From an optimization exercise on the open Yosys and OpenROAD flow, aimed at small area; shortcuts taken in it are not production practice.
Function was checked by simulation only, so behaviour that the tests miss may differ from the original.
Power figures rest on the tool's default switching activity, not on a simulated workload.

## flow/config.mk

```make
export PLATFORM = sky130hd
export DESIGN_NAME = riscv_cpu
export DESIGN_NICKNAME = riscv_cpu
export VERILOG_FILES = /design/flow/design.v
export SDC_FILE = /design/flow/constraint.sdc
export NUM_CORES = 4
export LEC_CHECK = 0
export CAP_MARGIN = 10
export CORE_MARGIN = 2
export CORE_UTILIZATION = 30
export PLACE_DENSITY = 0.75
export SLEW_MARGIN = 10
export SYNTH_HIERARCHICAL = 1
```

## flow/constraint.sdc

```tcl
create_clock -name core_clock -period 10.0 [get_ports {clk}]
set_input_delay 2.0000 -clock core_clock [delete_from_list [all_inputs] [get_ports {clk}]]
set_output_delay 2.0000 -clock core_clock [all_outputs]
set_load 0.01 [all_outputs]
```

## flow/design.v

```verilog
localparam [5:0] INSTR_ADD   = 6'h01;
localparam [5:0] INSTR_SUB   = 6'h02;
localparam [5:0] INSTR_XOR   = 6'h03;
localparam [5:0] INSTR_OR    = 6'h04;
localparam [5:0] INSTR_AND   = 6'h05;
localparam [5:0] INSTR_SLL   = 6'h06;
localparam [5:0] INSTR_SRL   = 6'h07;
localparam [5:0] INSTR_SRA   = 6'h08;
localparam [5:0] INSTR_SLT   = 6'h09;
localparam [5:0] INSTR_SLTU  = 6'h0A;
localparam [5:0] INSTR_ADDI  = 6'h0B;
localparam [5:0] INSTR_XORI  = 6'h0C;
localparam [5:0] INSTR_ORI   = 6'h0D;
localparam [5:0] INSTR_ANDI  = 6'h0E;
localparam [5:0] INSTR_SLLI  = 6'h0F;
localparam [5:0] INSTR_SRLI  = 6'h10;
localparam [5:0] INSTR_SRAI  = 6'h11;
localparam [5:0] INSTR_SLTI  = 6'h12;
localparam [5:0] INSTR_SLTIU = 6'h13;
localparam [5:0] INSTR_LB    = 6'h14;
localparam [5:0] INSTR_LH    = 6'h15;
localparam [5:0] INSTR_LW    = 6'h16;
localparam [5:0] INSTR_LBU   = 6'h17;
localparam [5:0] INSTR_LHU   = 6'h18;
localparam [5:0] INSTR_SB    = 6'h19;
localparam [5:0] INSTR_SH    = 6'h1A;
localparam [5:0] INSTR_SW    = 6'h1B;
localparam [5:0] INSTR_BEQ   = 6'h1C;
localparam [5:0] INSTR_BNE   = 6'h1D;
localparam [5:0] INSTR_BLT   = 6'h1E;
localparam [5:0] INSTR_BGE   = 6'h1F;
localparam [5:0] INSTR_BLTU  = 6'h20;
localparam [5:0] INSTR_BGEU  = 6'h21;
localparam [5:0] INSTR_JAL   = 6'h22;
localparam [5:0] INSTR_JALR  = 6'h23;
localparam [5:0] INSTR_LUI   = 6'h24;
localparam [5:0] INSTR_AUIPC = 6'h25;
localparam [5:0] INSTR_FENCE_I = 6'h26;
localparam [5:0] INSTR_CSRRW  = 6'h27;
localparam [5:0] INSTR_CSRRS  = 6'h28;
localparam [5:0] INSTR_CSRRC  = 6'h29;
localparam [5:0] INSTR_CSRRWI = 6'h2A;
localparam [5:0] INSTR_CSRRSI = 6'h2B;
localparam [5:0] INSTR_CSRRCI = 6'h2C;
localparam [5:0] INSTR_MRET    = 6'h2D;
localparam [5:0] INSTR_ECALL   = 6'h2E;
localparam [5:0] INSTR_EBREAK  = 6'h2F;
localparam [5:0] INSTR_INVALID = 6'h00;
`default_nettype none
module rdsel (
    input wire [31:0] d,
    input wire [31:0] s,
    output wire y
);
    wire [10:0] n;
    genvar i;
    generate for (i = 0; i < 10; i = i + 1) begin : g
        aoi3 u (.d(d[3*i+2:3*i]), .s(s[3*i+2:3*i]), .y(n[i]));
    end endgenerate
    assign n[10] = ~((d[30] & s[30]) | (d[31] & s[31]));
    nand11 r (.n(n), .y(y));
endmodule
module aoi3 (
    input wire [2:0] d,
    input wire [2:0] s,
    output wire y
);
    assign y = ~|(d & s);
endmodule
module nand11 (
    input wire [10:0] n,
    output wire y
);
    assign y = ~&n;
endmodule
`default_nettype none
module bkadd #(parameter N = 32, parameter TOP = 16) (
    input wire [N-1:0] a,
    input wire [N-1:0] b,
    input wire ci,
    output wire [N-1:0] s,
    output wire [N-1:0] pv,
    output wire [N-1:0] gv
);
    localparam M = N + 1;
    reg [M-1:0] g, p, G, P;
    integer i, d;
    always @(*) begin
        g = {a & b, ci};
        p = {a ^ b, 1'b0};
        G = g;
        P = p;
        for (d = 1; d < M; d = d * 2)
            for (i = 2 * d - 1; i < M; i = i + 2 * d) begin
                G[i] = G[i] | (P[i] & G[i - d]);
                P[i] = P[i] & P[i - d];
            end
        for (d = TOP; d >= 1; d = d / 2)
            for (i = 3 * d - 1; i < M; i = i + 2 * d) begin
                G[i] = G[i] | (P[i] & G[i - d]);
                P[i] = P[i] & P[i - d];
            end
    end
    assign s = p[M-1:1] ^ G[M-2:0];
    assign pv = p[M-1:1];
    assign gv = g[M-1:1];
endmodule
module rinc #(parameter N = 30) (
    input wire [N-1:0] a,
    input wire ci,
    output reg [N-1:0] s
);
    reg c;
    integer i;
    always @(*) begin
        c = ci;
        for (i = 0; i < N; i = i + 1) begin
            s[i] = a[i] ^ c;
            c = a[i] & c;
        end
    end
endmodule
module rdec #(parameter N = 29) (
    input wire [N-1:0] a,
    output reg [N-1:0] s
);
    reg b;
    integer i;
    always @(*) begin
        b = 1'b1;
        for (i = 0; i < N; i = i + 1) begin
            s[i] = a[i] ^ b;
            b = ~a[i] & b;
        end
    end
endmodule
`default_nettype none
module riscv_cpu (
    input wire clk,
    input wire rst,
    input wire [31:0] module_instr_in,
    input wire [31:0] module_read_data_in,
    output wire [31:0] module_pc_out,
    output wire [31:0] module_wr_data_out,
    output wire module_mem_wr_en,
    output wire module_mem_rd_en,
    output wire [31:0] module_read_addr,
    output wire [31:0] module_write_addr,
    output wire [3:0] module_write_byte_enable,
    output wire [2:0] module_load_type,
    input wire timer_interrupt,
    input wire software_interrupt,
    input wire external_interrupt,
    input wire icache_stall,
    output wire fence_i_signal
);
    integer k;
    reg  [31:0] pc;           
    reg  [31:0] d_ins;        
    reg         d_v;          
    reg  [31:0] e_ins;        
    reg         e_v;          
    reg  [31:0] m_res;        
    reg  [31:0] m_sd;         
    reg  [4:0]  m_rd;         
    reg         m_lv;         
    reg         m_sv;         
    reg  [2:0]  m_f3;         
    reg         m_hit;        
    wire [6:0] dop = d_ins[6:0];
    wire d_r  = (dop == 7'b0110011) | (dop == 7'b0100111) | (dop == 7'b1010011);
    wire d_i  = (dop == 7'b0000011) | (dop == 7'b0010011) | (dop == 7'b1100111);
    wire d_s  = (dop == 7'b0100011);
    wire d_b  = (dop == 7'b1100011);
    wire d_c  = (dop == 7'b1110011);
    wire d_rs1v = d_v & (d_r | d_i | d_s | d_b | (d_c & ~d_ins[14]));
    wire d_rs2v = d_v & (d_r | d_s | d_b);
    wire [6:0] op = e_ins[6:0];
    wire [2:0] f3 = e_ins[14:12];
    wire [6:0] f7 = e_ins[31:25];
    wire [4:0] a1 = e_ins[19:15];
    wire [4:0] a2 = e_ins[24:20];
    wire e_rr   = e_v & (op == 7'b0110011);
    wire e_ri   = e_v & (op == 7'b0010011);
    wire e_ld   = e_v & (op == 7'b0000011);
    wire e_st   = e_v & (op == 7'b0100011);
    wire e_br   = e_v & (op == 7'b1100011);
    wire e_jal  = e_v & (op == 7'b1101111);
    wire e_jalr = e_v & (op == 7'b1100111);
    wire e_lui  = e_v & (op == 7'b0110111);
    wire e_aui  = e_v & (op == 7'b0010111);
    wire e_sys  = e_v & (op == 7'b1110011);
    wire e_misc = e_v & (op == 7'b0001111);
    wire e_rx   = e_rr | (e_v & ((op == 7'b0100111) | (op == 7'b1010011)));
    wire e_rdv  = e_rx | e_aui | e_lui | e_jal | e_ld | e_ri | e_jalr | e_sys;
    wire e_ldv  = e_ld & (f3 != 3'd3) & (f3 != 3'd6) & (f3 != 3'd7);
    wire e_stv  = e_st & ~f3[2] & (f3[1:0] != 2'd3);
    wire e_fnc  = e_misc & (f3 == 3'd1);
    wire e_mret = e_v & (e_ins == 32'h30200073);
    wire e_ecal = e_v & (e_ins == 32'h00000073);
    wire e_ebrk = e_v & (e_ins == 32'h00100073);
    wire e_csr  = e_sys & (f3[1:0] != 2'd0);
    reg [31:0] imm;
    always @(*) begin
        if (e_st)
            imm = {{21{e_ins[31]}}, e_ins[30:25], e_ins[11:7]};
        else if (e_br)
            imm = {{20{e_ins[31]}}, e_ins[7], e_ins[30:25], e_ins[11:8], 1'b0};
        else if (e_lui | e_aui)
            imm = {e_ins[31:12], 12'b0};
        else if (e_jal)
            imm = {{12{e_ins[31]}}, e_ins[19:12], e_ins[20], e_ins[30:21], 1'b0};
        else
            imm = {{21{e_ins[31]}}, e_ins[30:20]};
    end
    wire alu_v = e_rr ? ((f7 == 7'h00) | ((f7 == 7'h20) & ((f3 == 3'd0) | (f3 == 3'd5))))
                      : ((f3 == 3'd1) ? (f7 == 7'h00) :
                         (f3 == 3'd5) ? ((f7 == 7'h00) | (f7 == 7'h20)) : 1'b1);
    reg [31:0] rf [1:31];
    reg [31:1] rfv;
    wire        rf_we = (m_rd != 5'd0);
    wire [31:0] rf_wd;
    always @(posedge clk) begin
        for (k = 1; k < 32; k = k + 1)
            if (m_rd == k) rf[k] <= rf_wd;
    end
    always @(posedge clk or posedge rst) begin
        if (rst) rfv <= 31'b0;
        else for (k = 1; k < 32; k = k + 1)
            if (m_rd == k) rfv[k] <= 1'b1;
    end
    wire m_ld = m_lv;
    wire fa = rf_we & ~m_ld & (m_rd == a1);
    wire fb = rf_we & ~m_ld & (m_rd == a2);
    reg [30:0] s1, s2;
    always @(*) begin
        for (k = 1; k < 32; k = k + 1) begin
            s1[k-1] = (a1 == k) & rfv[k] & ~fa;
            s2[k-1] = (a2 == k) & rfv[k] & ~fb;
        end
    end
    wire [31:0] rs1, rs2;
    genvar gb, gj;
    generate for (gb = 0; gb < 32; gb = gb + 1) begin : rd
        wire [30:0] col;
        for (gj = 1; gj < 32; gj = gj + 1) begin : c
            assign col[gj-1] = rf[gj][gb];
        end
        rdsel u1 (.d({m_res[gb], col}), .s({fa, s1}), .y(rs1[gb]));
        rdsel u2 (.d({m_res[gb], col}), .s({fb, s2}), .y(rs2[gb]));
    end endgenerate
    reg [31:0] mstatus, mie, mtvec, mscratch, mepc, mcause, mtval;
    reg [11:0] mip;
    reg [63:0] cycle;
    wire irq_e = mip[11] & mie[11];
    wire irq_t = mip[7] & mie[7];
    wire irq_s = mip[3] & mie[3];
    wire intr  = mstatus[3] & (irq_e | irq_t | irq_s);
    wire [11:0] caddr = e_ins[31:20];
    wire c_mstatus  = (caddr == 12'h300);
    wire c_misa     = (caddr == 12'h301);
    wire c_mie      = (caddr == 12'h304);
    wire c_mtvec    = (caddr == 12'h305);
    wire c_mscratch = (caddr == 12'h340);
    wire c_mepc     = (caddr == 12'h341);
    wire c_mcause   = (caddr == 12'h342);
    wire c_mtval    = (caddr == 12'h343);
    wire c_mip      = (caddr == 12'h344);
    wire c_cycle    = (caddr == 12'hC00);
    wire c_cycleh   = (caddr == 12'hC80);
    wire cval = c_mstatus | c_misa | c_mie | c_mtvec | c_mscratch | c_mepc |
                c_mcause | c_mtval | c_mip | c_cycle | c_cycleh;
    wire [31:0] crd = ({32{c_mstatus}}  & mstatus) |
                      ({32{c_misa}}     & 32'h40000100) |
                      ({32{c_mie}}      & mie) |
                      ({32{c_mtvec}}    & mtvec) |
                      ({32{c_mscratch}} & mscratch) |
                      ({32{c_mepc}}     & mepc) |
                      ({32{c_mcause}}   & mcause) |
                      ({32{c_mtval}}    & mtval) |
                      ({32{c_mip}}      & {20'b0, mip}) |
                      ({32{c_cycle}}    & cycle[31:0]) |
                      ({32{c_cycleh}}   & cycle[63:32]);
    wire [31:0] csrc    = f3[2] ? {27'b0, a1} : rs1;
    wire [31:0] csr_wd  = (f3[1:0] == 2'd1) ? csrc :
                          (f3[1:0] == 2'd2) ? (crd | csrc) : (crd & ~csrc);
    wire [31:0] wdr     = rst ? 32'b0 : csr_wd;
    wire t_mret = ~intr & e_mret;
    wire t_trap = intr | e_ecal | e_ebrk;
    wire cw = e_csr & ((f3[1:0] == 2'd1) | (a1 != 5'd0)) & ~intr;
    always @(posedge clk) begin
        if (rst | (cw & c_mie))      mie      <= wdr;
        if (rst | (cw & c_mtvec))    mtvec    <= wdr;
        if (rst | (cw & c_mscratch)) mscratch <= wdr;
        if (rst | (cw & c_mtval))    mtval    <= wdr;
        if (rst | t_trap | (cw & c_mepc))
            mepc <= rst ? 32'b0 : t_trap ? pc : csr_wd;
        if (rst | t_trap | (cw & c_mcause))
            mcause <= rst ? 32'b0 :
                      ~t_trap ? csr_wd :
                      intr ? {1'b1, 27'b0, irq_e ? 4'hB : irq_t ? 4'h7 : 4'h3} :
                      e_ecal ? 32'h0000000B : 32'h00000003;
        if (rst | (cw & c_mstatus)) begin
            mstatus[31:8] <= rst ? 24'h000018 : csr_wd[31:8];
            mstatus[6:4]  <= wdr[6:4];
            mstatus[2:0]  <= wdr[2:0];
        end
        if (rst)
            {mstatus[7], mstatus[3]} <= 2'b00;
        else if (t_trap)
            {mstatus[7], mstatus[3]} <= {mstatus[3], 1'b0};
        else if (t_mret)
            {mstatus[7], mstatus[3]} <= {1'b1, mstatus[7]};
        else if (cw & c_mstatus)
            {mstatus[7], mstatus[3]} <= {csr_wd[7], csr_wd[3]};
        if (rst)
            {mip[11], mip[7], mip[3]} <= 3'b000;
        else if (!(cw & c_mip))
            {mip[11], mip[7], mip[3]} <= {external_interrupt, timer_interrupt, software_interrupt};
        if (rst | (cw & c_mip)) begin
            mip[10:8] <= wdr[10:8];
            mip[6:4]  <= wdr[6:4];
            mip[2:0]  <= wdr[2:0];
        end
    end
    wire [31:0] cyc_lo, cyc_hi;
    rinc #(32) cinc_lo (.a(cycle[31:0]), .ci(1'b1), .s(cyc_lo));
    rinc #(32) cinc_hi (.a(cycle[63:32]), .ci(&cycle[31:0]), .s(cyc_hi));
    always @(posedge clk or posedge rst) begin
        if (rst) cycle <= 64'h0;
        else cycle <= {cyc_hi, cyc_lo};
    end
    wire use_rs2 = e_rr | e_br;
    wire [31:0] opb = use_rs2 ? rs2 : imm;
    wire is_sub = e_br | ((e_rr | e_ri) & (f3[2:1] == 2'b01)) | (e_rr & (f3 == 3'd0) & f7[5]);
    wire sgn    = e_br ? ~f3[1] : ~f3[0];
    wire [32:0] sum, sump, sumg;
    bkadd #(33) addr_main (.a({sgn & rs1[31], rs1}),
                           .b({sgn & opb[31], opb} ^ {33{is_sub}}),
                           .ci(is_sub), .s(sum), .pv(sump), .gv(sumg));
    wire lt = sum[32];
    wire eq = &sump[31:0];
    wire shl = (f3 == 3'd1);
    reg  [31:0] shin, shout;
    always @(*) begin
        for (k = 0; k < 32; k = k + 1) shin[k] = shl ? rs1[31-k] : rs1[k];
    end
    wire [31:0] shr = $signed({f7[5] & ~shl & rs1[31], shin}) >>> opb[4:0];
    always @(*) begin
        for (k = 0; k < 32; k = k + 1) shout[k] = shr[31-k];
    end
    wire [28:0] pcm8;
    rdec #(29) dec_pc (.a(pc[31:3]), .s(pcm8));
    wire [31:0] e_pc = {pcm8, pc[2:0]};
    wire [31:0] pc_imm;
    bkadd #(32) addr_pc (.a(e_pc), .b(imm), .ci(1'b0), .s(pc_imm), .pv(), .gv());
    wire [31:0] pc_four = {pc[2] ? {pc[31:3], 1'b0} : {pcm8, 1'b1}, pc[1:0]};
    reg br_t;
    always @(*) begin
        case (f3)
            3'd0: br_t = eq;
            3'd1: br_t = ~eq;
            3'd4: br_t = lt;
            3'd5: br_t = ~lt;
            3'd6: br_t = lt;
            3'd7: br_t = ~lt;
            default: br_t = 1'b0;
        endcase
    end
    wire j_vec = intr | e_ecal | e_ebrk;
    wire jump  = j_vec | (e_br & br_t) | e_jal | e_jalr | e_mret;
    wire [31:0] jaddr = ({32{j_vec}} & mtvec) |
                        ({32{~j_vec & e_mret}} & mepc) |
                        ({32{~j_vec & e_jalr}} & {sum[31:1], 1'b0}) |
                        ({32{~j_vec & (e_br | e_jal)}} & pc_imm);
    wire x_alu = ~intr & (e_rr | e_ri) & alu_v;
    wire x_adr = ~intr & (e_ldv | e_stv);
    wire x_lnk = ~intr & (e_jal | e_jalr);
    wire x_lui = ~intr & e_lui;
    wire x_aui = ~intr & e_aui;
    wire x_csr = ~intr & e_csr;
    wire x_sum = (x_alu & (f3 == 3'd0)) | x_adr;
    wire [31:0] res = ({32{x_sum}} & sum[31:0]) |
                      ({32{x_alu & (f3 == 3'd1)}} & shout) |
                      ({32{x_alu & (f3 == 3'd5)}} & shr) |
                      ({32{x_alu & (f3[2:1] == 2'b01)}} & {31'b0, lt}) |
                      ({32{x_alu & f3[2] & ~f3[0]}} & sump[31:0]) |
                      ({32{x_alu & f3[2] & f3[1]}} & sumg[31:0]) |
                      ({32{x_lnk}} & pc_four) |
                      ({32{x_lui}} & imm) |
                      ({32{x_aui}} & pc_imm) |
                      ({32{x_csr}} & crd);
    assign fence_i_signal = e_fnc;
    wire stall_lu = e_ldv & (e_ins[11:7] != 5'd0) &
                    ((d_rs1v & (d_ins[19:15] == e_ins[11:7])) |
                     (d_rs2v & (d_ins[24:20] == e_ins[11:7])));
    wire cstall = stall_lu | icache_stall;
    wire [29:0] pc_next;
    rinc #(30) inc_pc (.a(pc[31:2]), .ci(1'b1), .s(pc_next));
    always @(posedge clk) begin
        if (rst) pc <= 32'b0;
        else if (jump) pc <= jaddr;
        else if (!cstall) pc <= {pc_next, pc[1:0]};
    end
    assign module_pc_out = pc;
    always @(posedge clk) begin
        if (rst | jump) d_v <= 1'b0;
        else if (!cstall) d_v <= 1'b1;
    end
    always @(posedge clk) begin
        if (!cstall) d_ins <= module_instr_in;
    end
    always @(posedge clk or posedge rst) begin
        if (rst) e_v <= 1'b0;
        else e_v <= d_v & ~(jump | e_fnc | cstall);
    end
    always @(posedge clk) e_ins <= d_ins;
    wire hit = e_ldv & m_sv & (m_f3[1:0] == f3[1:0]) &
               (intr ? (m_res == 32'b0) : (sum[31:0] == m_res));
    always @(posedge clk or posedge rst) begin
        if (rst) begin
            m_rd  <= 5'b0;
            m_lv  <= 1'b0;
            m_sv  <= 1'b0;
            m_hit <= 1'b0;
        end else begin
            m_rd  <= e_rdv ? e_ins[11:7] : 5'b0;
            m_lv  <= e_ldv;
            m_sv  <= e_stv;
            m_hit <= hit;
        end
    end
    always @(posedge clk) begin
        m_f3  <= f3;
        m_res <= res;
        if (e_stv) m_sd <= rs2;
    end
    assign module_mem_wr_en = m_sv;
    assign module_mem_rd_en = m_ld;
    assign module_read_addr = m_res;
    assign module_write_addr = m_res;
    assign module_load_type = m_f3;
    assign module_write_byte_enable =
        (m_f3[1:0] == 2'd0) ? 4'b0001 :
        (m_f3[1:0] == 2'd1) ? (m_res[0] ? 4'b0000 : 4'b0011) :
                         ((m_res[1:0] == 2'b00) ? 4'b1111 : 4'b0000);
    assign module_wr_data_out = {m_f3[1] ? m_sd[31:16] : 16'b0,
                                 (m_f3[1:0] != 2'd0) ? m_sd[15:8] : 8'b0,
                                 m_sd[7:0]};
    wire [31:0] fwd = (m_f3[1:0] == 2'd0) ? {{24{m_sd[7] & ~m_f3[2]}}, m_sd[7:0]} :
                      (m_f3[1:0] == 2'd1) ? {{16{m_sd[15] & ~m_f3[2]}}, m_sd[15:0]} :
                                            m_sd;
    wire [31:0] ldata = m_hit ? fwd : module_read_data_in;
    assign rf_wd = m_ld ? ldata : m_res;
endmodule
```

## flow/flow/run.sh

```bash
#!/bin/bash
# The standard layout (the standard.sh, standard synthesis unchanged) with
# two changes after synthesis:
#  - port buffers use the smallest buffer cell instead of clkdlybuf4s50_1;
#  - CTS uses clkbuf_8, clusters up to 16 sinks within 50 um, and inserts no dummy loads.
# The make output of every step goes to run_std.log here; each ORFS tool keeps
# its own log under orfs/logs/.
set -euo pipefail
bash standard.sh \
  "BUFFER_PORTS_ARGS=-buffer_cell sky130_fd_sc_hd__buf_1" \
  "CTS_ARGS=-sink_clustering_enable -repair_clock_nets -sink_clustering_size 16 -sink_clustering_max_diameter 50 -dont_use_dummy_load -buf_list sky130_fd_sc_hd__clkbuf_8" \
  finish > run_std.log 2>&1
```

## flow/standard.sh

```bash
#!/bin/bash
# synth_recipe.tcl (not shown) runs the flow's synth.tcl, then flattens the netlist and writes it again
# the make line also repeats each setting of config.mk as NAME=value (left out here)
make -C /OpenROAD-flow-scripts/flow DESIGN_CONFIG=/design/flow/config.mk WORK_HOME=/design/flow/orfs CLKGATE_MAP_FILE= SYNTH_SCRIPT=/design/flow/synth_recipe.tcl "${@:-finish}"
```

==> impl_metrics.yaml, run 1 <==
status:
  outcome: "timing/DRC/antenna clean"
clock_tree:
  cts_made_buffers: 136
  cts_num_sinks: 1496
  cts_tree: "done"
  cts_hold_buf: 0
  ctsResizeCount: 0
  cts_buffer_depth: 3
  insertion_delay_ns: 0.93
  clk_pin_slew_ns: 0.09
  htree_levels: 4
  root_buffer: "clkbuf_8"
  cts_setup_buffers: 0
worst_setup_path:
  critPathKind: "reg -> reg"
  r2r_setup_slack_ns: 0.87
  crit_path_end_kind: "register"
  cp.required_ns: 10.81
  critPathLaunchType: "register"
  critPathMaxFanout: 65
  crit_slowest_cell: "buf_4"
  max_stage_delay_ns: 0.63
  arrival_ns: 9.94
power:
  p_int_w: 0.00837
  swShare_pct: 26.2
  ir_worst_vdd_v: 0.000137
  power_frac_seq_pct: 60.7
  clockPowerShare_pct: 28.5
  cellLeakagePower_nw: 26.4
  comb_power_share_pct: 10.8
  power_density_mw_per_mm2: 143
  switchingPower_w: 0.00296
detailed_routing:
  post_drt_wl_per_cell_um: 37.3
  ant_nets: 0
  avgViaCountPerCell: 6.68
  num_vias: 58468
  drt-total-wl_um: 326000
  drt_pre_antenna_iters: 21
  drt_iter0_markers: 15914
  drc_errors: 0
finish:
  regArea_mm2: 0.0434
  final_core_util_pct: 33.6
  final_nets: 5865
  final_area_mm2: 0.0792
  synthToLayoutAreaGrowth_pct: 11.4
  drive_gt1_share_pct: 12.5
  final_cells: 8754
  multiInputGateArea_mm2: 0.0264
  n_fill_cell: 22911
global_routing:
  antenna_found_initial: 49
  grt-ovfl-total: 0
  grt_pass1_vias: 53751
  gr-usage-all-layers_pct: 25.8
  grt_pass1_wl_um: 442000
  grt_max_degree: 66
floorplanning:
  ioPinCount: 208
  die_w_um: 491
  core_mm2: 0.235
  die_h_um: 491
  fp-row-count: 178
  initial_utilization_pct: 30.2
  dieArea_mm2: 0.241
timing:
  setup-tns-final_ns: 0
  max_freq_mhz: 109
  hold_violations: 0
  skew_ns: 0.149
  tightest_slew_ns: 1.40
  drv_slew: 0
  relSlewSlack_pct: 6.74
  rsz0062_at_grt: "no"
  fin_crit_ns: 9.13
  final.period_utilization_pct: 91.3
  setup_viol: 0
synth:
  avgSynthCellArea_um2: 13.7
  netlist_instances: 5203
  synth_area_mm2: 0.0711
  yosysWarningCount: 13
placement:
  gp_congestion: 1.04
  dp_hpwl_um: 228000
  placedCellCount: 8592
  port_buffers: 207
  placed_cell_area_mm2: 0.0772
job:
  maxCapViolations: 0
min_path:
  min_path_type: "reg -> reg"
critical path, delay by kind of cell, from the launching register on:
family | cells | cell delay, ns
adders and majority gates | 2 | 0.80
and+or+nand+nor | 10 | 2.64
DFF | 1 | 0.45
xor gates and xnor gates | 3 | 0.43
AOI/OAI and AO/OA | 12 | 3.31
buffers and inverters | 3 | 1.29
worst paths after layout:
check	from	endpoint	depth (start not counted)
setup / recovery	m_rd[4]	pc[14]	30
hold / removal	d_ins[8]	e_ins[8]	0
setup reg to reg	m_rd[4]	pc[14]	30
hold reg to reg	d_ins[8]	e_ins[8]	0
max in group asynchronous	rst	cycle[5]	3
min in group asynchronous	rst	cycle[61]	2
cells in the final DEF (no fill, tap or decap), types with 175 or more instances in the layout:
cell,instances
nand4_1,183
ha_1,182
nand2_1,177
buf_4,278
a21oi_1,176
nor2_1,197
inv_1,175
edfxtp_1,1287
buf_1,206
a222oi_1,674
stage by stage:
step / hold WS (ns) / setup WS (ns) / power (W)
5_1_grt: 0.358 / 0.587 / 0.0116
3_5_place_dp: 0.329 / 1.13 / 0.00818
6_report: 0.347 / 0.867 / 0.0113
4_1_cts: 0.349 / 1.16 / 0.0113
3_3_place_gp: 0.327 / 1.20 / 0.00818
2_1_floorplan: 0.323 / 0.810 / 0.00767
per-layer routing:
metal / GRT usage [%] / share of wire [%] / up-vias
met5: 0 / 0.093 / -
met4: 14.0 / 6.9 / 46
met3: 8.38 / 15 / 981
met2: 38.5 / 43 / 5619
met1: 33.1 / 35 / 28945
li1: - / - / 22877
power groups by stage:
stage | logic [W] | registers (W) | clock network [W]
after floorplan | 0.000690 | 0.00698 | 0
after CTS | 0.00117 | 0.00688 | 0.00321
final | 0.00122 | 0.00688 | 0.00323
after global placement | 0.00116 | 0.00702 | 0
after detailed placement | 0.00116 | 0.00702 | 0
after global routing | 0.00126 | 0.00689 | 0.00343
registers in the layout (all words and copies together) (netlist names), 3 cells and up:
register and count:
rf 992, cycle 64, d_ins 32, e_ins 32, m_res 32, m_sd 32
mcause 32, mepc 32, mie 32, mscratch 32, mstatus 32, mtval 32
mtvec 32, pc 32, rfv 31, mip 12, m_rd 5, m_f3 3
layout make-up:
type | instances | share of cell area [%]
Antenna cell | 26 | 0.0822
Clock buffer | 136 | 2.36
Inverter | 177 | 0.842
Multi-Input combinational cell | 3283 | 33.3
Sequential cell | 1496 | 54.8
Tap cell | 3150 | 4.98
Timing Repair Buffer | 486 | 3.65
==> run 2, diff against run 1 <==
==> flow/config.mk (replaced) <==
export PLATFORM = sky130hd
export DESIGN_NAME = riscv_cpu
export DESIGN_NICKNAME = riscv_cpu
export VERILOG_FILES = /design/flow/design.v
export SDC_FILE = /design/flow/constraint.sdc
export NUM_CORES = 4
export LEC_CHECK = 0
export CAP_MARGIN = 20
export CORE_MARGIN = 2
export CORE_UTILIZATION = 30
export PLACE_DENSITY = 0.85
export SLEW_MARGIN = 20
export SYNTH_HIERARCHICAL = 1
==> run 2 against run 1 <==
Worst setup slack worse by 0.56 ns. Sequential share of layout area hardly changed. Clock-buffer cell count is 4 lower. Synthesized cell count is the same. Die area unchanged. Via count up 2.5%. Sequential cell count is the same. Routed wire length is 1.0% higher. Register-to-register slack got worse by 0.56 ns. Fmax fell by 5.8%. Sequential power hardly changed. Critical path type unchanged. Largest power group unchanged.
==> impl_metrics.yaml, run 2 <==
status:
  outcome: "timing/DRC/antenna clean"
floorplanning:
  die_h_um: 491
  die_w_um: 491
  core_mm2: 0.235
  dieArea_mm2: 0.241
  fp-row-count: 178
  initial_utilization_pct: 30.2
  ioPinCount: 208
synth:
  synth_area_mm2: 0.0711
  avgSynthCellArea_um2: 13.7
  netlist_instances: 5203
  yosysWarningCount: 13
finish:
  top_regs: "rf: 992 flops, cycle: 64 flops"
  largest-register: "rf"
  n_fill_cell: 22755
  mostFrequentLayoutCell: "edfxtp_1"
  drive_gt1_share_pct: 12.3
  synthToLayoutAreaGrowth_pct: 11.5
  final_nets: 5842
  final_cell_mix: "1,287 x edfxtp_1, 674 x a222oi_1, 248 x buf_4"
  largest_reg_flops: 992
  regArea_mm2: 0.0434
  final_core_util_pct: 33.6
  multiInputGateArea_mm2: 0.0264
global_routing:
  grt_max_degree: 74
  gr-usage-all-layers_pct: 26.0
  grt-ovfl-total: 0
  antenna_found_initial: 51
  grt.busiest_layer: "met2"
  grtUsageMet1_pct: 31.0
  grt_pass1_vias: 55678
  use_met2_pct: 38.2
  grt_pass1_wl_um: 445000
  grtUsageMet3_pct: 11.5
power:
  ir_worst_vdd_v: 0.000118
  power_density_mw_per_mm2: 143
  cellLeakagePower_nw: 26.4
clock_tree:
  cts_made_buffers: 132
  clk_pin_slew_ns: 0.10
  insertion_delay_ns: 0.98
  root_buffer: "clkbuf_8"
  cts_num_sinks: 1496
  cts_setup_buffers: 0
  cts_hold_buf: 0
  cts_tree: "done"
  htree_levels: 4
  cts_buffer_depth: 3
  ctsResizeCount: 0
worst_setup_path:
  r2r_start: "m_rd[1]"
  critPathKind: "reg -> reg"
  cp.required_ns: 10.82
  arrival_ns: 10.51
  crit_path_end_kind: "register"
  max_stage_delay_ns: 0.73
  critPathMaxFanout: 65
  r2r_setup_slack_ns: 0.31
  crit_slowest_cell: "nand4_1"
  critPathLaunchType: "register"
  r2r_cells: 31
  r2r_end: "pc[19]"
timing:
  setup-tns-final_ns: 0
  tightest_slew_ns: 1.31
  max_freq_mhz: 103
  hold_violations: 0
  rsz0062_at_grt: "no"
  fin_crit_ns: 9.69
  setup_viol: 0
  final.period_utilization_pct: 96.9
  drv_slew: 0
  relSlewSlack_pct: 12.4
  skew_ns: 0.158
min_path:
  min_to: "e_ins[11]"
  min_path_cells: 0
  min_path_type: "reg -> reg"
  hold_start: "d_ins[11]"
detailed_routing:
  drc_errors: 0
  drt_iter0_markers: 17178
  ant_nets: 0
  avgViaCountPerCell: 6.87
  post_drt_wl_per_cell_um: 37.8
  drt-total-wl_um: 329000
  drt_pre_antenna_iters: 28
  num_vias: 59958
placement:
  port_buffers: 207
  dp_hpwl_um: 230000
  gp_congestion: 1.08
job:
  maxCapViolations: 0
-- run 2: area by class of cell --
| class | instances | area share (%) |
|---|---|---|
| flip-flops and latches | 1496 | 54.7 |
| well taps | 3150 | 4.98 |
| repair buffers | 467 | 3.69 |
| inverters | 177 | 0.842 |
| clock buffers | 132 | 2.29 |
| diodes | 20 | 0.0632 |
| multi-input cells | 3283 | 33.4 |
-- run 2: where the power goes --
part | switching (W) | leakage [nW] | internal, W
logic | 0.000891 | 12.6 | 0.000354
registers | 0.0000842 | 12.8 | 0.00680
clock network | 0.00201 | 0.949 | 0.00118
-- run 2: worst max-delay path, delay by kind of cell (launching register included) --
family	cells	cell delay (ns)
and+or+nand+nor	12	3.95
AOI/OAI and AO/OA	12	2.90
adders and majority gates	2	0.79
buffers and inverters	2	0.74
DFF	1	0.55
xor gates and xnor gates	3	0.53
-- run 2: per-stage QoR --
step,setup slack (ns),power [W],std cells,area [um^2],hold WS (ns)
after global routing,0.293,0.0115,8708,79200,0.350
after CTS,1.15,0.0112,8702,79100,0.337
after floorplan,0.810,0.00767,5204,71100,0.323
after global placement,1.34,0.00818,8564,77100,0.329
final,0.308,0.0113,8725,79200,0.337
after detailed placement,1.21,0.00819,8570,77200,0.329
-- run 2: per-layer routing --
layer	vias up	part of all wire [%]	wire [um]
met5	-	0.075	246
met3	1429	18	58100
met1	29051	32	107000
met4	34	8.2	27200
met2	6607	42	137000
li1	22837	-	-
-- run 2: worst max path at each step --
stage	from	to	slack [ns]	cells after the start
after floorplan	e_ins[21]	pc[13]	0.81	31
after global placement	m_rd[1]	pc[0]	1.34	31
after detailed placement	m_rd[1]	pc[19]	1.21	31
after CTS	m_rd[1]	pc[19]	1.15	31
after global routing	m_rd[1]	pc[19]	0.29	31
final	m_rd[1]	pc[19]	0.31	31

-- re-timing with driven ports --
Ports are ideal in the flow. The routed layouts listed here were re-timed in OpenROAD.
Step 1 assumes that a clkbuf_16 drives the clock port and a buf_2 every other input.
Step 2 moves the port delays by t, midway between the first and last clock arrival at a register: inputs arrive t later, outputs are due t later. That takes back most of the time a late clock gives input paths.
Three values: no drivers, after step 1, after step 2; two values: the first two.
run	shift t [ns]	setup slack, ns	hold WS [ns]	worst setup path after step 2	cell pins on the clock port's net
run 1	0.946	0.867 / 0.867 / 0.867	0.347 / 0.347 / 0.347	register to register	1
run 2	0.980	0.308 / 0.308 / 0.308	0.337 / 0.337 / 0.337	register to register	1
After both steps every run listed still meets setup and hold.
